This is an optimization exercise on Yosys and OpenROAD, whose aim is small area, a short achievable clock period and few clock cycles per item, not a production implementation.
No functional check of the RTL was part of any run shown here.

==> flow/design.v (outline; a module is shown in full before it is edited, if it fits) <==
// module verilog_multiplier: 1381 lines
module verilog_multiplier(clk, rst, ready, op1, op2, res, done);
  // ...
==> flow/flow/run.sh <==
#!/bin/bash
# Own flow: the standard layout, except that synthesis runs Yosys's fine
# stage without its early "abc -fast", so that extract_fa finds the design's
# full adders as written (no inverter between adders). The standard synthesis
# runs first; its register names are given to the own netlist's registers,
# and the standard netlist is used as it is if the registers do not match.
set -uo pipefail
W=$(pwd)
R=$W/orfs/results/$FLOW_PLATFORM/verilog_multiplier/base
bash standard.sh synth > log_standard_synth.txt 2>&1 || exit 1
cp "$R/1_2_yosys.v" "$W/ref_1_2_yosys.v"
sed '1s/.*/proc synth {args} { if {[lsearch -glob $args "fine:*"] >= 0} { yosys synth -nofsm -noshare -noabc {*}$args } else { yosys synth -nofsm -noshare {*}$args } }/' synth_recipe.tcl > own_synth.tcl
sed "s|SYNTH_SCRIPT=[^ ]*|SYNTH_SCRIPT=$W/own_synth.tcl|" standard.sh > own_standard.sh
if bash own_standard.sh do-yosys > log_own_synth.txt 2>&1 \
   && python3 flow/rename.py "$W/ref_1_2_yosys.v" "$R/1_2_yosys.v" "$W/own_1_2_yosys.v" > log_rename.txt 2>&1; then
  cp "$W/own_1_2_yosys.v" "$R/1_2_yosys.v"
  echo "own synthesis used" >> log_rename.txt
else
  cp "$W/ref_1_2_yosys.v" "$R/1_2_yosys.v"
  echo "standard synthesis used" >> log_rename.txt
fi
rm -f "$R/1_synth.odb" "$R/1_synth.sdc"
bash standard.sh "BUFFER_PORTS_ARGS=-buffer_cell sky130_fd_sc_hd__buf_4" finish > log_standard_finish.txt 2>&1
==> flow/flow/rename.py <==
#!/usr/bin/env python3
# rename.py REF OWN OUT: give OWN's flip-flops the instance names that the
# standard synthesis (REF) gave the same registers. Registers are matched by
# their name without Yosys's "$_<cell>_" suffix. Exits 1 if the registers
# (count, names or cell types, drive strength aside) do not correspond.
import re, sys

pat = re.compile(r'^(\s*)(sky130_fd_sc_hd__(\w+?)_(\d+))\s+(\\\S+|\w+)\s*\(', re.M)

def flops(text):
    out = {}
    for m in pat.finditer(text):
        typ = m.group(3)
        if not (typ.startswith("df") or typ.startswith("edf") or typ.startswith("sdf") or typ.startswith("dl")):
            continue
        name = m.group(5)
        key = re.sub(r'\$_[A-Z0-9_]+_$', '', name.rstrip())
        if key in out:
            sys.exit("duplicate key %s" % key)
        out[key] = (typ, name)
    return out

ref = open(sys.argv[1]).read()
own = open(sys.argv[2]).read()
fr, fo = flops(ref), flops(own)
if set(fr) != set(fo):
    sys.exit("register sets differ: %s" % sorted(set(fr) ^ set(fo))[:10])
for k in fr:
    if fr[k][0] != fo[k][0]:
        sys.exit("cell type differs for %s: %s %s" % (k, fr[k][0], fo[k][0]))
ren = {fo[k][1]: fr[k][1] for k in fr if fo[k][1] != fr[k][1]}
def sub(m):
    name = m.group(5)
    if name in ren:
        return "%s%s %s (" % (m.group(1), m.group(2), ren[name] if ren[name].startswith("\\") is False else ren[name] + " ")
    return m.group(0)
new = pat.sub(sub, own)
# no instance name may clash after renaming
names = [m.group(5).rstrip() for m in pat.finditer(new)]
if len(names) != len(set(names)):
    sys.exit("name clash after renaming")
open(sys.argv[3], "w").write(new)
print("renamed %d of %d registers" % (len(ren), len(fr)))
==> flow/standard.sh <==
#!/bin/bash
# synth_recipe.tcl (not shown) runs the flow's synth.tcl, then flattens the netlist and writes it again
# the make line also repeats each setting of config.mk as NAME=value (left out here)
make -C /OpenROAD-flow-scripts/flow DESIGN_CONFIG=/design/flow/config.mk WORK_HOME=/design/flow/orfs CLKGATE_MAP_FILE= SYNTH_SCRIPT=/design/flow/synth_recipe.tcl "${@:-finish}"
==> flow/config.mk <==
export PLATFORM = sky130hd
export DESIGN_NAME = verilog_multiplier
export DESIGN_NICKNAME = verilog_multiplier
export VERILOG_FILES = /design/flow/design.v
export SDC_FILE = /design/flow/constraint.sdc
export NUM_CORES = 4
export LEC_CHECK = 0
export CAP_MARGIN = 20
export CORE_MARGIN = 2
export CORE_UTILIZATION = 40
export SETUP_SLACK_MARGIN = 1.5
export SLEW_MARGIN = 20
==> flow/constraint.sdc <==
create_clock -name core_clock -period 8.0 [get_ports {clk}]
set_input_delay 1.6000 -clock core_clock [delete_from_list [all_inputs] [get_ports {clk}]]
set_output_delay 1.6000 -clock core_clock [all_outputs]
set_load 0.01 [all_outputs]
==> run notes, run 1 <==
FF-to-FF Start st[1]; most frequent cells in the layout and3_1, fa_1, dfxtp_1; Worst Hold Endpoint S[1]; commonest non-fill, non-tap cell in the layout and3_1; average size of a mapped cell 10.1 um2; Worst Max-Slew Pin Slew 1.17 ns; most used cell along the critical path ha_1; register area share after synthesis 0.119; fraction of area in multi-input gates 0.784; global routing usage on met3 0.0584; final core utilization 0.432; FFs w/ async S/R, synth 0.0224; Place WS 1.78 ns; post-synthesis register bit count roughly 130; post-synthesis compound-gate area fraction 0.0979; Crit. Startpoint C[33]; Tap Count between 700 and 800; Multi-input gate area 20000 um2; status finished clean; RSZ-0062 raised after global routing true; Logic inverters 49; area of the core 59000 um2; total number of vias 19300; Rows 89; hold wc startpoint S[0]; final worst-path setup slack 1.62 ns; non-clock buffer count 114; # resized after CTS 3; largest family of logic cells by synthesized area adder cells; DR WL met3 8.29 mm; CTS tree built; layout cells sized above 1 0.0945; R2R setup slack 1.85 ns; clk_skew 0.0135 ns; grt peak-use layer met2; crit path DAT 4.78 ns; synth top area cells fa_1, and3_1, dfxtp_1, ha_1, clkbuf_1; FF+latch area 2850 um2; Net Count, Synth a little over 3000; CP Cell Sequence ha_1, ha_1, a211oi_2, o21bai_2, o31ai_4, o221ai_2, a21oi_4, o21ai_2, nand4_2, or3_2, o21ai_0, buf_4; mux cell area share after synthesis 0.0276
==> run 2: changes to the inputs <==
--- a/flow/design.v
+++ b/flow/design.v
@@ -2,17 +2,19 @@
 module verilog_multiplier(clk, rst, ready, op1, op2, res, done);
     input wire clk, rst;
     input wire ready;
     input wire [31:0] op1, op2;
     output wire [31:0] res;
     output reg done;
     localparam IDLE = 2'd0, R0 = 2'd1, LSH = 2'd2, RSH = 2'd3;
     reg [1:0] st;
-    reg [47:0] S, C;     
+    reg [47:0] S;
+    reg [47:22] C;
+    reg        cc22;
     reg [9:0]  E;        
     reg        sgn, fnan, fz, nornd, fpay;
     reg [21:0] pay;      
     wire e1z = (op1[30:23] == 8'd0);
     wire e2z = (op2[30:23] == 8'd0);
     wire e1f = (op1[30:23] == 8'hff);
     wire e2f = (op2[30:23] == 8'hff);
     wire f1z = (op1[22:0] == 23'd0);
@@ -26,16 +28,20 @@
     wire infx = qnan | (~nan1 & ~nan2 & ~zero1 & ~zero2 & (inf1 | inf2));
     wire special = zero1 | zero2 | e1f | e2f;
     wire [8:0] esum = {1'b0, op1[30:24], op1[23] | e1z} + {1'b0, op2[30:24], op2[23] | e2z};
     wire [9:0] e_in = {1'b0, esum} - 10'd127;
     wire fast = special | (~e1z & ~e2z & (esum >= 9'd128));
     wire [23:0] a = {~e1z, op1[22:0]};
     wire [23:0] b = {~e2z, op2[22:0]};
     wire [47:0] tree_s, tree_c;
+    wire [21:0] t_lo;
+    wire t_c22;
+    wire [47:23] t_ha;
+    wire [46:23] t_hb;
     wire idle = (st == IDLE);    
     wire rnd;
 wire t_0, t_1, t_2, t_3, t_4, t_5, t_6, t_7, t_8, t_9, t_10, t_11, t_12, t_13, t_14, t_15, t_16, t_17, t_18, t_19, t_20, t_21, t_22, t_23, t_24, t_25, t_26, t_27, t_28, t_29, t_30, t_31, t_32, t_33, t_34, t_35, t_36, t_37, t_38, t_39, t_40, t_41, t_42, t_43, t_44, t_45, t_46, t_47, t_48, t_49, t_50, t_51, t_52, t_53, t_54, t_55, t_56, t_57, t_58, t_59, t_60, t_61, t_62, t_63, t_64, t_65, t_66, t_67, t_68, t_69, t_70, t_71, t_72, t_73, t_74, t_75, t_76, t_77, t_78, t_79, t_80, t_81, t_82, t_83, t_84, t_85, t_86, t_87, t_88, t_89, t_90, t_91, t_92, t_93, t_94, t_95, t_96, t_97, t_98, t_99, t_100, t_101, t_102, t_103, t_104, t_105, t_106, t_107, t_108, t_109, t_110, t_111, t_112, t_113, t_114, t_115, t_116, t_117, t_118, t_119, t_120, t_121, t_122, t_123, t_124, t_125, t_126, t_127, t_128, t_129, t_130, t_131, t_132, t_133, t_134, t_135, t_136, t_137, t_138, t_139, t_140, t_141, t_142, t_143, t_144, t_145, t_146, t_147, t_148, t_149, t_150, t_151, t_152, t_153, t_154, t_155, t_156, t_157, t_158, t_159, t_160, t_161, t_162, t_163, t_164, t_165, t_166, t_167, t_168, t_169, t_170, t_171, t_172, t_173, t_174, t_175, t_176, t_177, t_178, t_179, t_180, t_181, t_182, t_183, t_184, t_185, t_186, t_187, t_188, t_189, t_190, t_191, t_192, t_193, t_194, t_195, t_196, t_197, t_198, t_199, t_200, t_201, t_202, t_203, t_204, t_205, t_206, t_207, t_208, t_209, t_210, t_211, t_212, t_213, t_214, t_215, t_216, t_217, t_218, t_219, t_220, t_221, t_222, t_223, t_224, t_225, t_226, t_227, t_228, t_229, t_230, t_231, t_232, t_233, t_234, t_235, t_236, t_237, t_238, t_239, t_240, t_241, t_242, t_243, t_244, t_245, t_246, t_247, t_248, t_249, t_250, t_251, t_252, t_253, t_254, t_255, t_256, t_257, t_258, t_259, t_260, t_261, t_262, t_263, t_264, t_265, t_266, t_267, t_268, t_269, t_270, t_271, t_272, t_273, t_274, t_275, t_276, t_277, t_278, t_279, t_280, t_281, t_282, t_283, t_284, t_285, t_286, t_287, t_288, t_289, t_290, t_291, t_292, t_293, t_294, t_295, t_296, t_297, t_298, t_299, t_300, t_301, t_302, t_303, t_304, t_305, t_306, t_307, t_308, t_309, t_310, t_311, t_312, t_313, t_314, t_315, t_316, t_317, t_318, t_319, t_320, t_321, t_322, t_323, t_324, t_325, t_326, t_327, t_328, t_329, t_330, t_331, t_332, t_333, t_334, t_335, t_336, t_337, t_338, t_339, t_340, t_341, t_342, t_343, t_344, t_345, t_346, t_347, t_348, t_349, t_350, t_351, t_352, t_353, t_354, t_355, t_356, t_357, t_358, t_359, t_360, t_361, t_362, t_363, t_364, t_365, t_366, t_367, t_368, t_369, t_370, t_371, t_372, t_373, t_374, t_375, t_376, t_377, t_378, t_379, t_380, t_381, t_382, t_383, t_384, t_385, t_386, t_387, t_388, t_389, t_390, t_391, t_392, t_393, t_394, t_395, t_396, t_397, t_398, t_399, t_400, t_401, t_402, t_403, t_404, t_405, t_406, t_407, t_408, t_409, t_410, t_411, t_412, t_413, t_414, t_415, t_416, t_417, t_418, t_419, t_420, t_421, t_422, t_423, t_424, t_425, t_426, t_427, t_428, t_429, t_430, t_431, t_432, t_433, t_434, t_435, t_436, t_437, t_438, t_439, t_440, t_441, t_442, t_443, t_444, t_445, t_446, t_447, t_448, t_449, t_450, t_451, t_452, t_453, t_454, t_455, t_456, t_457, t_458, t_459, t_460, t_461, t_462, t_463, t_464, t_465, t_466, t_467, t_468, t_469, t_470, t_471, t_472, t_473, t_474, t_475, t_476, t_477, t_478, t_479, t_480, t_481, t_482, t_483, t_484, t_485, t_486, t_487, t_488, t_489, t_490, t_491, t_492, t_493, t_494, t_495, t_496, t_497, t_498, t_499, t_500, t_501, t_502, t_503, t_504, t_505, t_506, t_507, t_508, t_509, t_510, t_511, t_512, t_513, t_514, t_515, t_516, t_517, t_518, t_519, t_520, t_521, t_522, t_523, t_524, t_525, t_526, t_527, t_528, t_529, t_530, t_531, t_532, t_533, t_534, t_535, t_536, t_537, t_538, t_539, t_540, t_541, t_542, t_543, t_544, t_545, t_546, t_547, t_548, t_549, t_550, t_551, t_552, t_553, t_554, t_555, t_556, t_557, t_558, t_559, t_560, t_561, t_562, t_563, t_564, t_565, t_566, t_567, t_568, t_569, t_570, t_571, t_572, t_573, t_574, t_575, t_576, t_577, t_578, t_579, t_580, t_581, t_582, t_583, t_584, t_585, t_586, t_587, t_588, t_589, t_590, t_591, t_592, t_593, t_594, t_595, t_596, t_597, t_598, t_599, t_600, t_601, t_602, t_603, t_604, t_605, t_606, t_607, t_608, t_609, t_610, t_611, t_612, t_613, t_614, t_615, t_616, t_617, t_618, t_619, t_620, t_621, t_622, t_623, t_624, t_625, t_626, t_627, t_628, t_629, t_630, t_631, t_632, t_633, t_634, t_635, t_636, t_637, t_638, t_639, t_640, t_641, t_642, t_643, t_644, t_645, t_646, t_647, t_648, t_649, t_650, t_651, t_652, t_653, t_654, t_655, t_656, t_657, t_658, t_659, t_660, t_661, t_662, t_663, t_664, t_665, t_666, t_667, t_668, t_669, t_670, t_671, t_672, t_673, t_674, t_675, t_676, t_677, t_678, t_679, t_680, t_681, t_682, t_683, t_684, t_685, t_686, t_687, t_688, t_689, t_690, t_691, t_692, t_693, t_694, t_695, t_696, t_697, t_698, t_699, t_700, t_701, t_702, t_703, t_704, t_705, t_706, t_707, t_708, t_709, t_710, t_711, t_712, t_713, t_714, t_715, t_716, t_717, t_718, t_719, t_720, t_721, t_722, t_723, t_724, t_725, t_726, t_727, t_728, t_729, t_730, t_731, t_732, t_733, t_734, t_735, t_736, t_737, t_738, t_739, t_740, t_741, t_742, t_743, t_744, t_745, t_746, t_747, t_748, t_749, t_750, t_751, t_752, t_753, t_754, t_755, t_756, t_757, t_758, t_759, t_760, t_761, t_762, t_763, t_764, t_765, t_766, t_767, t_768, t_769, t_770, t_771, t_772, t_773, t_774, t_775, t_776, t_777, t_778, t_779, t_780, t_781, t_782, t_783, t_784, t_785, t_786, t_787, t_788, t_789, t_790, t_791, t_792, t_793, t_794, t_795, t_796, t_797, t_798, t_799, t_800, t_801, t_802, t_803, t_804, t_805, t_806, t_807, t_808, t_809, t_810, t_811, t_812, t_813, t_814, t_815, t_816, t_817, t_818, t_819, t_820, t_821, t_822, t_823, t_824, t_825, t_826, t_827, t_828, t_829, t_830, t_831, t_832, t_833, t_834, t_835, t_836, t_837, t_838, t_839, t_840, t_841, t_842, t_843, t_844, t_845, t_846, t_847, t_848, t_849, t_850, t_851, t_852, t_853, t_854, t_855, t_856, t_857, t_858, t_859, t_860, t_861, t_862, t_863, t_864, t_865, t_866, t_867, t_868, t_869, t_870, t_871, t_872, t_873, t_874, t_875, t_876, t_877, t_878, t_879, t_880, t_881, t_882, t_883, t_884, t_885, t_886, t_887, t_888, t_889, t_890, t_891, t_892, t_893, t_894, t_895, t_896, t_897, t_898, t_899, t_900, t_901, t_902, t_903, t_904, t_905, t_906, t_907, t_908, t_909, t_910, t_911, t_912, t_913, t_914, t_915, t_916, t_917, t_918, t_919, t_920, t_921, t_922, t_923, t_924, t_925, t_926, t_927, t_928, t_929, t_930, t_931, t_932, t_933, t_934, t_935, t_936, t_937, t_938, t_939, t_940, t_941, t_942, t_943, t_944, t_945, t_946, t_947, t_948, t_949, t_950, t_951, t_952, t_953, t_954, t_955, t_956, t_957, t_958, t_959, t_960, t_961, t_962, t_963, t_964, t_965, t_966, t_967, t_968, t_969, t_970, t_971, t_972, t_973, t_974, t_975, t_976, t_977, t_978, t_979, t_980, t_981, t_982, t_983, t_984, t_985, t_986, t_987, t_988, t_989, t_990, t_991, t_992, t_993, t_994, t_995, t_996, t_997, t_998, t_999, t_1000, t_1001, t_1002, t_1003, t_1004, t_1005, t_1006, t_1007, t_1008, t_1009, t_1010, t_1011;
 assign t_0 = (a[19] & b[0] & idle) ^ (a[18] & b[1] & idle);
 assign t_1 = (a[19] & b[0] & idle) & (a[18] & b[1] & idle);
 assign t_2 = (a[20] & b[0] & idle) ^ (a[19] & b[1] & idle) ^ (a[18] & b[2] & idle);
 assign t_3 = ((a[20] & b[0] & idle) & (a[19] & b[1] & idle)) | ((a[20] & b[0] & idle) & (a[18] & b[2] & idle)) | ((a[19] & b[1] & idle) & (a[18] & b[2] & idle));
 assign t_4 = (a[17] & b[3] & idle) ^ (a[16] & b[4] & idle);
@@ -1043,110 +1049,114 @@
 assign t_1006 = t_838 ^ t_919 ^ t_920;
 assign t_1007 = (t_838 & t_919) | (t_838 & t_920) | (t_919 & t_920);
 assign t_1008 = t_839 ^ t_922 ^ t_921;
 assign t_1009 = (t_839 & t_922) | (t_839 & t_921) | (t_922 & t_921);
 assign t_1010 = (a[23] & b[22] & idle) ^ (a[22] & b[23] & idle) ^ t_923;
 assign t_1011 = ((a[23] & b[22] & idle) & (a[22] & b[23] & idle)) | ((a[23] & b[22] & idle) & t_923) | ((a[22] & b[23] & idle) & t_923);
 assign tree_s = {1'b0, t_1011, t_1009, t_1007, t_1005, t_1003, t_1001, t_999, t_997, t_995, t_993, t_991, t_989, t_987, t_985, t_983, t_981, t_979, t_977, t_975, t_973, t_971, t_969, t_967, t_965, t_963, t_961, t_959, t_957, t_955, t_953, t_951, t_949, t_947, t_945, t_943, t_941, t_939, t_937, t_935, t_933, t_931, t_929, t_927, t_925, t_924, (a[1] & b[0] & idle), (a[0] & b[0] & idle)};
 assign tree_c = {1'b0, (a[23] & b[23] & idle), t_1010, t_1008, t_1006, t_1004, t_1002, t_1000, t_998, t_996, t_994, t_992, t_990, t_988, t_986, t_984, t_982, t_980, t_978, t_976, t_974, t_972, t_970, t_968, t_966, t_964, t_962, t_960, t_958, t_956, t_954, t_952, t_950, t_948, t_946, t_944, t_942, t_940, t_938, t_936, t_934, t_932, t_930, t_928, t_926, (a[0] & b[2] & idle), (a[0] & b[1] & idle), 1'b0};
-wire lk_g0_1 = (S[1] & C[1]) | ((S[1] ^ C[1]) & (S[0] & C[0]));
-wire lk_p0_1 = (S[1] ^ C[1]) & (S[0] ^ C[0]);
-wire lk_g0_3 = (S[3] & C[3]) | ((S[3] ^ C[3]) & (S[2] & C[2]));
-wire lk_p0_3 = (S[3] ^ C[3]) & (S[2] ^ C[2]);
-wire lk_g0_5 = (S[5] & C[5]) | ((S[5] ^ C[5]) & (S[4] & C[4]));
-wire lk_p0_5 = (S[5] ^ C[5]) & (S[4] ^ C[4]);
-wire lk_g0_7 = (S[7] & C[7]) | ((S[7] ^ C[7]) & (S[6] & C[6]));
-wire lk_p0_7 = (S[7] ^ C[7]) & (S[6] ^ C[6]);
-wire lk_g0_9 = (S[9] & C[9]) | ((S[9] ^ C[9]) & (S[8] & C[8]));
-wire lk_p0_9 = (S[9] ^ C[9]) & (S[8] ^ C[8]);
-wire lk_g0_11 = (S[11] & C[11]) | ((S[11] ^ C[11]) & (S[10] & C[10]));
-wire lk_p0_11 = (S[11] ^ C[11]) & (S[10] ^ C[10]);
-wire lk_g0_13 = (S[13] & C[13]) | ((S[13] ^ C[13]) & (S[12] & C[12]));
-wire lk_p0_13 = (S[13] ^ C[13]) & (S[12] ^ C[12]);
-wire lk_g0_15 = (S[15] & C[15]) | ((S[15] ^ C[15]) & (S[14] & C[14]));
-wire lk_p0_15 = (S[15] ^ C[15]) & (S[14] ^ C[14]);
-wire lk_g0_17 = (S[17] & C[17]) | ((S[17] ^ C[17]) & (S[16] & C[16]));
-wire lk_p0_17 = (S[17] ^ C[17]) & (S[16] ^ C[16]);
-wire lk_g0_19 = (S[19] & C[19]) | ((S[19] ^ C[19]) & (S[18] & C[18]));
-wire lk_p0_19 = (S[19] ^ C[19]) & (S[18] ^ C[18]);
-wire lk_g0_21 = (S[21] & C[21]) | ((S[21] ^ C[21]) & (S[20] & C[20]));
-wire lk_p0_21 = (S[21] ^ C[21]) & (S[20] ^ C[20]);
-wire lk_g1_2 = (S[2] & C[2]) | ((S[2] ^ C[2]) & lk_g0_1);
-wire lk_p1_2 = (S[2] ^ C[2]) & lk_p0_1;
+wire lk_g0_1 = (tree_s[1] & tree_c[1]) | ((tree_s[1] ^ tree_c[1]) & (tree_s[0] & tree_c[0]));
+wire lk_p0_1 = (tree_s[1] ^ tree_c[1]) & (tree_s[0] ^ tree_c[0]);
+wire lk_g0_3 = (tree_s[3] & tree_c[3]) | ((tree_s[3] ^ tree_c[3]) & (tree_s[2] & tree_c[2]));
+wire lk_p0_3 = (tree_s[3] ^ tree_c[3]) & (tree_s[2] ^ tree_c[2]);
+wire lk_g0_5 = (tree_s[5] & tree_c[5]) | ((tree_s[5] ^ tree_c[5]) & (tree_s[4] & tree_c[4]));
+wire lk_p0_5 = (tree_s[5] ^ tree_c[5]) & (tree_s[4] ^ tree_c[4]);
+wire lk_g0_7 = (tree_s[7] & tree_c[7]) | ((tree_s[7] ^ tree_c[7]) & (tree_s[6] & tree_c[6]));
+wire lk_p0_7 = (tree_s[7] ^ tree_c[7]) & (tree_s[6] ^ tree_c[6]);
+wire lk_g0_9 = (tree_s[9] & tree_c[9]) | ((tree_s[9] ^ tree_c[9]) & (tree_s[8] & tree_c[8]));
+wire lk_p0_9 = (tree_s[9] ^ tree_c[9]) & (tree_s[8] ^ tree_c[8]);
+wire lk_g0_11 = (tree_s[11] & tree_c[11]) | ((tree_s[11] ^ tree_c[11]) & (tree_s[10] & tree_c[10]));
+wire lk_p0_11 = (tree_s[11] ^ tree_c[11]) & (tree_s[10] ^ tree_c[10]);
+wire lk_g0_13 = (tree_s[13] & tree_c[13]) | ((tree_s[13] ^ tree_c[13]) & (tree_s[12] & tree_c[12]));
+wire lk_p0_13 = (tree_s[13] ^ tree_c[13]) & (tree_s[12] ^ tree_c[12]);
+wire lk_g0_15 = (tree_s[15] & tree_c[15]) | ((tree_s[15] ^ tree_c[15]) & (tree_s[14] & tree_c[14]));
+wire lk_p0_15 = (tree_s[15] ^ tree_c[15]) & (tree_s[14] ^ tree_c[14]);
+wire lk_g0_17 = (tree_s[17] & tree_c[17]) | ((tree_s[17] ^ tree_c[17]) & (tree_s[16] & tree_c[16]));
+wire lk_p0_17 = (tree_s[17] ^ tree_c[17]) & (tree_s[16] ^ tree_c[16]);
+wire lk_g0_19 = (tree_s[19] & tree_c[19]) | ((tree_s[19] ^ tree_c[19]) & (tree_s[18] & tree_c[18]));
+wire lk_p0_19 = (tree_s[19] ^ tree_c[19]) & (tree_s[18] ^ tree_c[18]);
+wire lk_g0_21 = (tree_s[21] & tree_c[21]) | ((tree_s[21] ^ tree_c[21]) & (tree_s[20] & tree_c[20]));
+wire lk_p0_21 = (tree_s[21] ^ tree_c[21]) & (tree_s[20] ^ tree_c[20]);
+wire lk_g1_2 = (tree_s[2] & tree_c[2]) | ((tree_s[2] ^ tree_c[2]) & lk_g0_1);
+wire lk_p1_2 = (tree_s[2] ^ tree_c[2]) & lk_p0_1;
 wire lk_g1_3 = lk_g0_3 | (lk_p0_3 & lk_g0_1);
 wire lk_p1_3 = lk_p0_3 & lk_p0_1;
-wire lk_g1_6 = (S[6] & C[6]) | ((S[6] ^ C[6]) & lk_g0_5);
-wire lk_p1_6 = (S[6] ^ C[6]) & lk_p0_5;
+wire lk_g1_6 = (tree_s[6] & tree_c[6]) | ((tree_s[6] ^ tree_c[6]) & lk_g0_5);
+wire lk_p1_6 = (tree_s[6] ^ tree_c[6]) & lk_p0_5;
 wire lk_g1_7 = lk_g0_7 | (lk_p0_7 & lk_g0_5);
 wire lk_p1_7 = lk_p0_7 & lk_p0_5;
-wire lk_g1_10 = (S[10] & C[10]) | ((S[10] ^ C[10]) & lk_g0_9);
-wire lk_p1_10 = (S[10] ^ C[10]) & lk_p0_9;
+wire lk_g1_10 = (tree_s[10] & tree_c[10]) | ((tree_s[10] ^ tree_c[10]) & lk_g0_9);
+wire lk_p1_10 = (tree_s[10] ^ tree_c[10]) & lk_p0_9;
 wire lk_g1_11 = lk_g0_11 | (lk_p0_11 & lk_g0_9);
 wire lk_p1_11 = lk_p0_11 & lk_p0_9;
-wire lk_g1_14 = (S[14] & C[14]) | ((S[14] ^ C[14]) & lk_g0_13);
-wire lk_p1_14 = (S[14] ^ C[14]) & lk_p0_13;
+wire lk_g1_14 = (tree_s[14] & tree_c[14]) | ((tree_s[14] ^ tree_c[14]) & lk_g0_13);
+wire lk_p1_14 = (tree_s[14] ^ tree_c[14]) & lk_p0_13;
 wire lk_g1_15 = lk_g0_15 | (lk_p0_15 & lk_g0_13);
 wire lk_p1_15 = lk_p0_15 & lk_p0_13;
-wire lk_g1_18 = (S[18] & C[18]) | ((S[18] ^ C[18]) & lk_g0_17);
-wire lk_p1_18 = (S[18] ^ C[18]) & lk_p0_17;
+wire lk_g1_18 = (tree_s[18] & tree_c[18]) | ((tree_s[18] ^ tree_c[18]) & lk_g0_17);
+wire lk_p1_18 = (tree_s[18] ^ tree_c[18]) & lk_p0_17;
 wire lk_g1_19 = lk_g0_19 | (lk_p0_19 & lk_g0_17);
 wire lk_p1_19 = lk_p0_19 & lk_p0_17;
-wire lk_g2_4 = (S[4] & C[4]) | ((S[4] ^ C[4]) & lk_g1_3);
-wire lk_p2_4 = (S[4] ^ C[4]) & lk_p1_3;
+wire lk_g2_4 = (tree_s[4] & tree_c[4]) | ((tree_s[4] ^ tree_c[4]) & lk_g1_3);
+wire lk_p2_4 = (tree_s[4] ^ tree_c[4]) & lk_p1_3;
 wire lk_g2_5 = lk_g0_5 | (lk_p0_5 & lk_g1_3);
 wire lk_p2_5 = lk_p0_5 & lk_p1_3;
 wire lk_g2_6 = lk_g1_6 | (lk_p1_6 & lk_g1_3);
 wire lk_p2_6 = lk_p1_6 & lk_p1_3;
 wire lk_g2_7 = lk_g1_7 | (lk_p1_7 & lk_g1_3);
 wire lk_p2_7 = lk_p1_7 & lk_p1_3;
-wire lk_g2_12 = (S[12] & C[12]) | ((S[12] ^ C[12]) & lk_g1_11);
-wire lk_p2_12 = (S[12] ^ C[12]) & lk_p1_11;
+wire lk_g2_12 = (tree_s[12] & tree_c[12]) | ((tree_s[12] ^ tree_c[12]) & lk_g1_11);
+wire lk_p2_12 = (tree_s[12] ^ tree_c[12]) & lk_p1_11;
 wire lk_g2_13 = lk_g0_13 | (lk_p0_13 & lk_g1_11);
 wire lk_p2_13 = lk_p0_13 & lk_p1_11;
 wire lk_g2_14 = lk_g1_14 | (lk_p1_14 & lk_g1_11);
 wire lk_p2_14 = lk_p1_14 & lk_p1_11;
 wire lk_g2_15 = lk_g1_15 | (lk_p1_15 & lk_g1_11);
 wire lk_p2_15 = lk_p1_15 & lk_p1_11;
-wire lk_g2_20 = (S[20] & C[20]) | ((S[20] ^ C[20]) & lk_g1_19);
-wire lk_p2_20 = (S[20] ^ C[20]) & lk_p1_19;
+wire lk_g2_20 = (tree_s[20] & tree_c[20]) | ((tree_s[20] ^ tree_c[20]) & lk_g1_19);
+wire lk_p2_20 = (tree_s[20] ^ tree_c[20]) & lk_p1_19;
 wire lk_g2_21 = lk_g0_21 | (lk_p0_21 & lk_g1_19);
 wire lk_p2_21 = lk_p0_21 & lk_p1_19;
-wire lk_g3_8 = (S[8] & C[8]) | ((S[8] ^ C[8]) & lk_g2_7);
-wire lk_p3_8 = (S[8] ^ C[8]) & lk_p2_7;
+wire lk_g3_8 = (tree_s[8] & tree_c[8]) | ((tree_s[8] ^ tree_c[8]) & lk_g2_7);
+wire lk_p3_8 = (tree_s[8] ^ tree_c[8]) & lk_p2_7;
 wire lk_g3_9 = lk_g0_9 | (lk_p0_9 & lk_g2_7);
 wire lk_p3_9 = lk_p0_9 & lk_p2_7;
 wire lk_g3_10 = lk_g1_10 | (lk_p1_10 & lk_g2_7);
 wire lk_p3_10 = lk_p1_10 & lk_p2_7;
 wire lk_g3_11 = lk_g1_11 | (lk_p1_11 & lk_g2_7);
 wire lk_p3_11 = lk_p1_11 & lk_p2_7;
 wire lk_g3_12 = lk_g2_12 | (lk_p2_12 & lk_g2_7);
 wire lk_p3_12 = lk_p2_12 & lk_p2_7;
 wire lk_g3_13 = lk_g2_13 | (lk_p2_13 & lk_g2_7);
 wire lk_p3_13 = lk_p2_13 & lk_p2_7;
 wire lk_g3_14 = lk_g2_14 | (lk_p2_14 & lk_g2_7);
 wire lk_p3_14 = lk_p2_14 & lk_p2_7;
 wire lk_g3_15 = lk_g2_15 | (lk_p2_15 & lk_g2_7);
 wire lk_p3_15 = lk_p2_15 & lk_p2_7;
-wire lk_g4_16 = (S[16] & C[16]) | ((S[16] ^ C[16]) & lk_g3_15);
-wire lk_p4_16 = (S[16] ^ C[16]) & lk_p3_15;
+wire lk_g4_16 = (tree_s[16] & tree_c[16]) | ((tree_s[16] ^ tree_c[16]) & lk_g3_15);
+wire lk_p4_16 = (tree_s[16] ^ tree_c[16]) & lk_p3_15;
 wire lk_g4_17 = lk_g0_17 | (lk_p0_17 & lk_g3_15);
 wire lk_p4_17 = lk_p0_17 & lk_p3_15;
 wire lk_g4_18 = lk_g1_18 | (lk_p1_18 & lk_g3_15);
 wire lk_p4_18 = lk_p1_18 & lk_p3_15;
 wire lk_g4_19 = lk_g1_19 | (lk_p1_19 & lk_g3_15);
 wire lk_p4_19 = lk_p1_19 & lk_p3_15;
 wire lk_g4_20 = lk_g2_20 | (lk_p2_20 & lk_g3_15);
 wire lk_p4_20 = lk_p2_20 & lk_p3_15;
 wire lk_g4_21 = lk_g2_21 | (lk_p2_21 & lk_g3_15);
 wire lk_p4_21 = lk_p2_21 & lk_p3_15;
-wire c22 = lk_g4_21;
-wire [21:0] lo = {((S[21] ^ C[21]) ^ lk_g4_20), ((S[20] ^ C[20]) ^ lk_g4_19), ((S[19] ^ C[19]) ^ lk_g4_18), ((S[18] ^ C[18]) ^ lk_g4_17), ((S[17] ^ C[17]) ^ lk_g4_16), ((S[16] ^ C[16]) ^ lk_g3_15), ((S[15] ^ C[15]) ^ lk_g3_14), ((S[14] ^ C[14]) ^ lk_g3_13), ((S[13] ^ C[13]) ^ lk_g3_12), ((S[12] ^ C[12]) ^ lk_g3_11), ((S[11] ^ C[11]) ^ lk_g3_10), ((S[10] ^ C[10]) ^ lk_g3_9), ((S[9] ^ C[9]) ^ lk_g3_8), ((S[8] ^ C[8]) ^ lk_g2_7), ((S[7] ^ C[7]) ^ lk_g2_6), ((S[6] ^ C[6]) ^ lk_g2_5), ((S[5] ^ C[5]) ^ lk_g2_4), ((S[4] ^ C[4]) ^ lk_g1_3), ((S[3] ^ C[3]) ^ lk_g1_2), ((S[2] ^ C[2]) ^ lk_g0_1), ((S[1] ^ C[1]) ^ (S[0] & C[0])), (S[0] ^ C[0])};
-wire [47:22] ha = S[47:22] ^ C[47:22];
-wire [47:22] hb = S[47:22] & C[47:22];
+assign t_c22 = lk_g4_21;
+assign t_lo = {((tree_s[21] ^ tree_c[21]) ^ lk_g4_20), ((tree_s[20] ^ tree_c[20]) ^ lk_g4_19), ((tree_s[19] ^ tree_c[19]) ^ lk_g4_18), ((tree_s[18] ^ tree_c[18]) ^ lk_g4_17), ((tree_s[17] ^ tree_c[17]) ^ lk_g4_16), ((tree_s[16] ^ tree_c[16]) ^ lk_g3_15), ((tree_s[15] ^ tree_c[15]) ^ lk_g3_14), ((tree_s[14] ^ tree_c[14]) ^ lk_g3_13), ((tree_s[13] ^ tree_c[13]) ^ lk_g3_12), ((tree_s[12] ^ tree_c[12]) ^ lk_g3_11), ((tree_s[11] ^ tree_c[11]) ^ lk_g3_10), ((tree_s[10] ^ tree_c[10]) ^ lk_g3_9), ((tree_s[9] ^ tree_c[9]) ^ lk_g3_8), ((tree_s[8] ^ tree_c[8]) ^ lk_g2_7), ((tree_s[7] ^ tree_c[7]) ^ lk_g2_6), ((tree_s[6] ^ tree_c[6]) ^ lk_g2_5), ((tree_s[5] ^ tree_c[5]) ^ lk_g2_4), ((tree_s[4] ^ tree_c[4]) ^ lk_g1_3), ((tree_s[3] ^ tree_c[3]) ^ lk_g1_2), ((tree_s[2] ^ tree_c[2]) ^ lk_g0_1), ((tree_s[1] ^ tree_c[1]) ^ (tree_s[0] & tree_c[0])), (tree_s[0] ^ tree_c[0])};
+assign t_ha = tree_s[47:23] ^ tree_c[47:23];
+assign t_hb = tree_s[46:23] & tree_c[46:23];
+wire c22 = cc22;
+wire [21:0] lo = S[21:0];
+wire [47:22] ha = {S[47:23], S[22] ^ C[22]};
+wire [46:22] hb = {C[47:24], S[22] & C[22]};
 wire ut24 = ha[24] ^ hb[23];
 wire ug24 = ha[24] & hb[23];
 wire ut25 = ha[25] ^ hb[24];
 wire ug25 = ha[25] & hb[24];
 wire ut26 = ha[26] ^ hb[25];
 wire ug26 = ha[26] & hb[25];
 wire ut27 = ha[27] ^ hb[26];
 wire ug27 = ha[27] & hb[26];
@@ -1351,18 +1361,19 @@
                 end
             endcase
         end
     end
     wire shl = (st == R0) ? (~top & ~p46) : (st == LSH) ? (e_pos & ~p46) : 1'b0;
     wire shr = (st == R0) ? (top & E[9]) : (st == RSH) ? ~e_under : 1'b0;
     wire [47:0] p_next = shl ? {p[46:0], 1'b0} : shr ? {1'b0, p[47:1]} : p;
     always @(posedge clk) begin
-        S <= tree_s | (p_next & {48{~idle}});
-        C <= tree_c;
+        S <= {t_ha, tree_s[22], t_lo} | (p_next & {48{~idle}});
+        C <= {t_hb, 1'b0, tree_c[22]};
+        cc22 <= t_c22;
         pay <= nan2 ? op2[21:0] : op1[21:0];
         case (st)
             IDLE: begin
                 E <= infx ? 10'd256 : nanx ? 10'd255 : e_in;
                 sgn <= qnan | (nan2 ? op2[31] : nan1 ? op1[31] : op1[31] ^ op2[31]);
                 fnan <= qnan | nanx;
                 fpay <= nanx;
                 fz <= zerox;
==> run 2 against run 1 <==
Effect of this change:
- non-clock buffer count is 5 higher
- via count is 4.2% lower
- largest cell class unchanged
- register-to-register slack better by 0.02 ns
- critical path depth is 3 higher
- still clean on timing, DRC and antenna
- global-route usage is 1.5 points lower
- setup slack better by 0.14 ns
- design area is 3.5% lower
- sequential share of layout area is 1.2 points lower
- wire length is 8.6% lower
==> run notes, run 2 <==
capturing point of the worst reg2reg path cc22; clk_skew 0.0214 ns (+0.00795 ns); Crit. Startpoint st[1]; IO buf count a little under 100; clock root buffer clkbuf_16; Post-Route WL roughly 74 mm; first-pass GRT wire length approximately 120 mm; Hold Crit Depth 2; global route overflow 0; Clk pin slew, worst setup/hold paths 0.06 ns; Reg2Reg Depth 16; worst setup path endpoint res[6]; top_reg_cell synth dfxtp_1; CP bufs+invs 6; min Tclk post-route around 6.2 ns; layout cells sized above 1 0.0926 (-0.00189); first-pass iteration count of the detailed router 7; top cell family by delay on the critical path buffers and inverters; FF+latch area 2450 um2 (-14%); FFs w/ async S/R, synth 0.0263 (+0.00393); instance count on the critical path 15; final worst-path setup slack 1.76 ns (+0.135 ns); Worst path slowest cell ha_4; nets 2859; Yosys top cell by area fa_1; setup violators final 0; peak fanout along the critical path 33; Rows 87 (-2.2%); most used cell along the critical path buf_4; Netlist Area Pre-Place 22900 um2; Total GRT Usage 0.253; average size of a mapped cell 10.2 um2 (+0.16%); fill count 5346; DIE AREA about 60000 um2; max reg flops 48; top-count cell post-synth and3_1; worst skew pair latency 0.44 ns; CTS tree built; Place WS 1.14 ns (-0.645 ns); hpwl dp 50.1 mm; max_cap viols 0; total number of vias 18500 (-4.2%); H-tree depth 4; initial antenna violation count 1; maximum buffer depth of the clock tree 2; slowest cell delay on critical path 0.48 ns; CP Cell Sequence inv_1, ha_4, buf_4, buf_4, nand4b_1, nand3_1, nand2_1, a21boi_2, o21a_2, xor2_2, nor4_4, buf_4, a222oi_1, inv_1, buf_4; number of synthesized flops with an enable pin 15; vias per cell 6.24; hold-fix buffer count after cts 0; CP Data Required Time between 6 and 7 ns; DRC viols 0; die width 243 um; RSZ-0062 raised after global routing false; Hold Path Class reg -> reg; R2R setup slack 1.87 ns (+0.02 ns); Cells after DPL about 3000; kind of critical path reg -> out; largest net degree at the start of global routing 236; gpl congestion roughly 0.86; final setup TNS 0 ns; Initial Utilization 0.406; max-slew violations 0; chip height 243 um; crit path DAT 4.64 ns (-0.14 ns); worst hold slack 0.477 ns; commonest non-fill, non-tap cell in the layout and3_1; Routed Antenna Nets 0; CTS buffer count 17; FF-to-FF Start st[1]; nature of the critical path startpoint register; Biggest register S; Layout area overhead 7.35%; cell count after synthesis around 2300; post-synthesis register bit count 114 (-15%); CP Capture Type output pin; Yosys Warn Count 1; synth top area cells fa_1, and3_1, dfxtp_1, ha_1, clkbuf_1; fin cells 2959; Worst Max-Slew Pin Slew 1.06 ns (-0.105 ns); most instantiated cells after synthesis and3_1, fa_1, clkbuf_1, ha_1, dfxtp_1; registers with the most flip-flops S: 48 flops, C: 25 flops, pay: 22 flops; Fmax 160 MHz; top-area cell type share of the netlist area 0.429; Net Count, Synth 2929 (-3.1%); most frequent cells in the layout and3_1, fa_1, buf_4; Netlist cell types 76; initial drt markers between 1500 and 2000; vias in the first global route ~20000; io pins 100; CTS sink cnt ~110; Final Hold Viols 0; relative slew slack 0.292; Multi-input gate area 19600 um2 (-2.3%); area of the core 56500 um2 (-4.3%); register area share after synthesis 0.107 (-0.0127); fin crit share 0.780; status finished clean; post-DR wirelength/cell 25.1 um
## run 2: cell types whose count changed in the layout (fill, tap and decap cells not counted), moves of 5 or more
| cell | previous run | this run |
|---|---|---|
| o21ai_1 | 37 | 9 |
| dfxtp_1 | 116 | 96 |
| nor2_1 | 93 | 75 |
| o21ai_0 | 57 | 68 |
| a221o_1 | 9 | 18 |
| a22oi_1 | 21 | 14 |
| inv_1 | 49 | 42 |
| nand2_1 | 71 | 78 |
| o21a_1 | 10 | 4 |
| a21o_1 | 13 | 18 |
| a221oi_1 | 1 | 6 |
| xnor2_1 | 48 | 43 |
## run 2: cell families after synthesis
group / after synthesis / synth area share
and+or+nand+nor: 834 / 0.210
adders and majority gates: 603 / 0.490
AOI/OAI and AO/OA: 310 / 0.0884
buffers and inverters: 250 / 0.0426
DFF: 114 / 0.107
xor gates and xnor gates: 80 / 0.0309
muxes: 68 / 0.0313
## run 2: cell type report
class                      count  area share
multi-input combinational   1895       0.794
sequential                   114      0.0994
tap                          756      0.0384
timing repair buffer         119      0.0379
clock buffer                  17      0.0173
inverter                      42     0.00640
clock inverter                15     0.00600
antenna                        1    0.000102
## run 2: how the worst min path moves through the flow
stage,startpoint,end
finish,S[0],S[1]
CTS,S[0],S[1]
global placement,S[0],S[1]
global route,S[3],S[4]
detailed placement,S[0],S[1]
floorplan,S[0],S[1]
## run 2: per-stage QoR
stage,utilization,area [um2]
finish,0.436,24600
global route,0.436,24600
CTS,0.435,24600
detailed placement,0.424,24000
global placement,0.424,24000
floorplan,-,22900
## run 2: worst register-to-register path: stages (launching register included)
cell and delay (ns):
dfrtp_1 0.42, inv_1 0.13, ha_4 0.48, buf_4 0.72, and3_1 0.33, fa_1 0.47, fa_1 0.47, fa_1 0.55
fa_1 0.46, fa_1 0.49, ha_1 0.34, nand2_1 0.09, a2bb2oi_1 0.23, a31oi_1 0.16, o21a_1 0.23, o21a_1 0.18
or2_2 0.26
## run 2: timing repair
action                     in CTS  in global routing
resized for setup               0                  6
buffers inserted                1                  2
setup endpoints to repair       1                  7
pin swaps                       1                  1
## run 2: routing by layer
layer,global-route usage,part of all wire,up-vias
li1,-,-,7788
met1,0.344,0.42,9595
met2,0.407,0.46,953
met3,0.0525,0.094,133
met4,0.0754,0.023,0
met5,0,0,-
==> run 3: changes to the inputs <==
--- a/flow/config.mk
+++ b/flow/config.mk
@@ -8,5 +8,5 @@
 export CAP_MARGIN = 20
 export CORE_MARGIN = 2
 export CORE_UTILIZATION = 40
-export SETUP_SLACK_MARGIN = 1.5
+export SETUP_SLACK_MARGIN = 2.5
 export SLEW_MARGIN = 20
==> run 3 against run 2 <==
Effect of this change:
- wire length grew 5.4%
- count of clock-buffer cells in the layout grew 1
- critical endpoint is now cc22
- largest cell class unchanged
==> run notes, run 3 <==
status finished clean; RSZ-0062 raised after global routing true; top-area cell type share of the netlist area 0.429 (unchanged); relative slew slack 0.438 (+0.146); initial antenna violation count 1 (unchanged); clk_skew 0.0113 ns (-0.0102 ns); Hold Path Class reg -> reg; maximum buffer depth of the clock tree 2 (unchanged); Initial Utilization 0.406 (unchanged); die width 243 um (unchanged); vias per cell 6.19 (-0.77%); setup violators final 0 (unchanged); worst skew pair latency 0.43 ns (about the same); Yosys top cell by area fa_1; first-pass GRT wire length 118 mm (+1.4%); total number of vias 18800 (+1.7%); Final Hold Viols 0 (unchanged); DIE AREA 59300 um2 (unchanged); kind of critical path in -> reg; layout cells sized above 1 0.192 (+0.0998); fin crit share 0.741 (-0.0390); slowest cell delay on critical path 0.56 ns (+0.08 ns); nets 2933 (+2.6%); global route overflow 0 (unchanged); first-pass iteration count of the detailed router 7 (unchanged); vias in the first global route 20000 (+0.81%); Net Count, Synth 2929 (unchanged); io pins 100 (unchanged); Rows 87 (unchanged); CTS buffer count 17 (unchanged); Fmax 169 MHz (+5.3%); gpl congestion 0.888 (+3.8%); most frequent cells in the layout and3_1, fa_1, buf_4; Worst Max-Slew Pin Slew 0.831 ns (-0.230 ns); cell count after synthesis 2259 (unchanged); CTS tree built; Layout area overhead 17.0%; hpwl dp 50.3 mm (+0.38%); CTS sink cnt 114 (unchanged); Routed Antenna Nets 0 (unchanged); post-synthesis register bit count 114 (unchanged); min Tclk post-route 5.93 ns (-0.312 ns); CP Capture Type register; max_cap viols 0 (unchanged); FFs w/ async S/R, synth 0.0263 (unchanged); CP Data Required Time 8.32 ns (+1.92 ns); synth top area cells fa_1, and3_1, dfxtp_1, ha_1, clkbuf_1; crit path DAT 6.25 ns (+1.61 ns); most instantiated cells after synthesis and3_1, fa_1, clkbuf_1, ha_1, dfxtp_1; peak fanout along the critical path 6 (-82%); max reg flops 48 (unchanged); R2R setup slack 2.40 ns (+0.53 ns); registers with the most flip-flops S: 48 flops, C: 25 flops, pay: 22 flops; final setup TNS 0 ns (unchanged); clock root buffer clkbuf_16; commonest non-fill, non-tap cell in the layout and3_1; top-count cell post-synth and3_1; Post-Route WL 78.4 mm (+5.4%); top cell family by delay on the critical path adder cells; max-slew violations 0 (unchanged); fill count 5058 (-5.4%); initial drt markers 1595 (-4.9%); Clk pin slew, worst setup/hold paths 0.06 ns (about the same); Multi-input gate area 20200 um2 (+3.4%); final core utilization 0.475 (+0.0393); hold-fix buffer count after cts 0 (unchanged); Place WS 1.33 ns (+0.193 ns); Biggest register S; DRC viols 0 (unchanged); Netlist cell types 76 (unchanged); largest net degree at the start of global routing 82 (-65%); most used cell along the critical path fa_1; FF+latch area 2450 um2 (unchanged); H-tree depth 4 (unchanged); CP bufs+invs 4 (-2); register area share after synthesis 0.107 (unchanged); nature of the critical path startpoint input port; final worst-path setup slack 2.07 ns (+0.312 ns); area of the core 56500 um2 (unchanged); antenna cells 0 (-1); CP Cell Sequence bufbuf_16, buf_4, and3_1, fa_1, fa_1, fa_1, fa_1, ha_4, a21oi_1, o21ai_2, nand2_1, o211ai_1, buf_4, buf_6, o211ai_1, a31oi_2, o21a_1, o21a_1, or2_4; top_reg_cell synth dfxtp_1; Netlist Area Pre-Place 22900 um2 (unchanged); chip height 243 um (unchanged); Worst path slowest cell fa_1; post-DR wirelength/cell 25.8 um (+2.9%); average size of a mapped cell 10.2 um2 (unchanged); number of synthesized flops with an enable pin 15 (unchanged); Yosys Warn Count 1 (unchanged); Total GRT Usage 0.257 (+0.00443); IO buf count 99 (unchanged)
-- run 3: cell counts after synthesis --
Identical to the previous run, type by type.
-- run 3: final cells by class --
| cell class | count | share of cell area |
|---|---|---|
| Clock buffer | 18 | 0.0168 |
| Multi-Input combinational cell | 1895 | 0.753 |
| Inverter | 42 | 0.00587 |
| Timing Repair Buffer | 193 | 0.0929 |
| Sequential cell | 114 | 0.0912 |
| Clock inverter | 14 | 0.00466 |
| Tap cell | 756 | 0.0352 |
-- run 3: logic make-up (layout without fill, tap and decap cells) --
logic type,after synthesis,after routing,synth area share
fa+ha+maj,603,603,0.490
xor+xnor,80,80,0.0309
compound gates,310,310,0.0884
simple gates,834,834,0.210
flops,114,114,0.107
mux,68,68,0.0313
buf+inv,250,267,0.0426
-- run 3: metrics by stage --
| stage | hold slack, ns | cell area [um2] | cells |
|---|---|---|---|
| 2_1_floorplan | 0.433 | 23400 | 2259 |
| 3_3_place_gp | 0.448 | 24300 | 2927 |
| 3_5_place_dp | 0.486 | 24300 | 2927 |
| 4_1_cts | 0.489 | 25800 | 2996 |
| 5_1_grt | 0.534 | 26800 | 3032 |
| 6_report | 0.490 | 26800 | 3032 |
-- run 3: timing repair --
item / CTS / global route
endpoints found under the setup margin: 69 / 48
setup buffers: 31 / 24
resized for setup: 109 / 116
pin swaps: 49 / 83
hold endpoints to repair: 0 / 0
gates cloned: 6 / 12
-- run 3: final timing paths --
kind                            startpoint     to  cells past startpoint
worst max-delay path                op2[0]   cc22                     19
worst min-delay path                  S[0]   S[1]                      2
worst max register to register       st[0]  S[16]                     20
worst min register to register        S[0]   S[1]                      2
max in group asynchronous              rst   done                      2
min in group asynchronous              rst  st[1]                      2
-- run 3: routing by layer --
layer  up-vias  GRT usage  part of all wire
li1       7948          -                 -
met1      9770      0.354              0.42
met2       941      0.412              0.46
met3       119     0.0495             0.092
met4         0     0.0769             0.025
met5         -          0                 0
-- run 3: worst reg2reg max path: cells and delay by family (launching register included) --
| family | cells | cell delay (ns) |
|---|---|---|
| buf+inv | 5 | 0.74 |
| compound gates | 5 | 0.59 |
| simple gates | 2 | 0.30 |
| flops | 1 | 0.42 |
| fa+ha+maj | 8 | 3.42 |

## what the ideal ports hide
No port has a modelled driver above. Below, the same layouts with a new extraction and two added sets of constraints.
Step 1, drivers: a clkbuf_16 drives clk and a buf_2 each remaining input, both assumed.
Step 2 adds t to the input delays and takes it off the output delays; t is the mean of the earliest and latest rising clock arrival at the registers after step 1. Input paths then give back, and output paths get back, about the clock's delay inside the block.
Slacks: ideal ports / drivers / drivers and shift; pairs: ideal ports / drivers.
run | t (ns) | slack for setup (ns) | worst setup path after step 2
run 1 | 0.498 | 1.625 / 1.572 / 1.784 | input to register
run 2 | 0.479 | 1.760 / 1.715 / 1.311 | input to register
run 3 | 0.477 | 2.072 / 1.981 / 1.504 | input to register
After both steps every run listed still meets setup and hold. For run 3, which loses most, drivers alone change the setup slack by -0.091 ns; drivers and shift together by -0.568 ns.
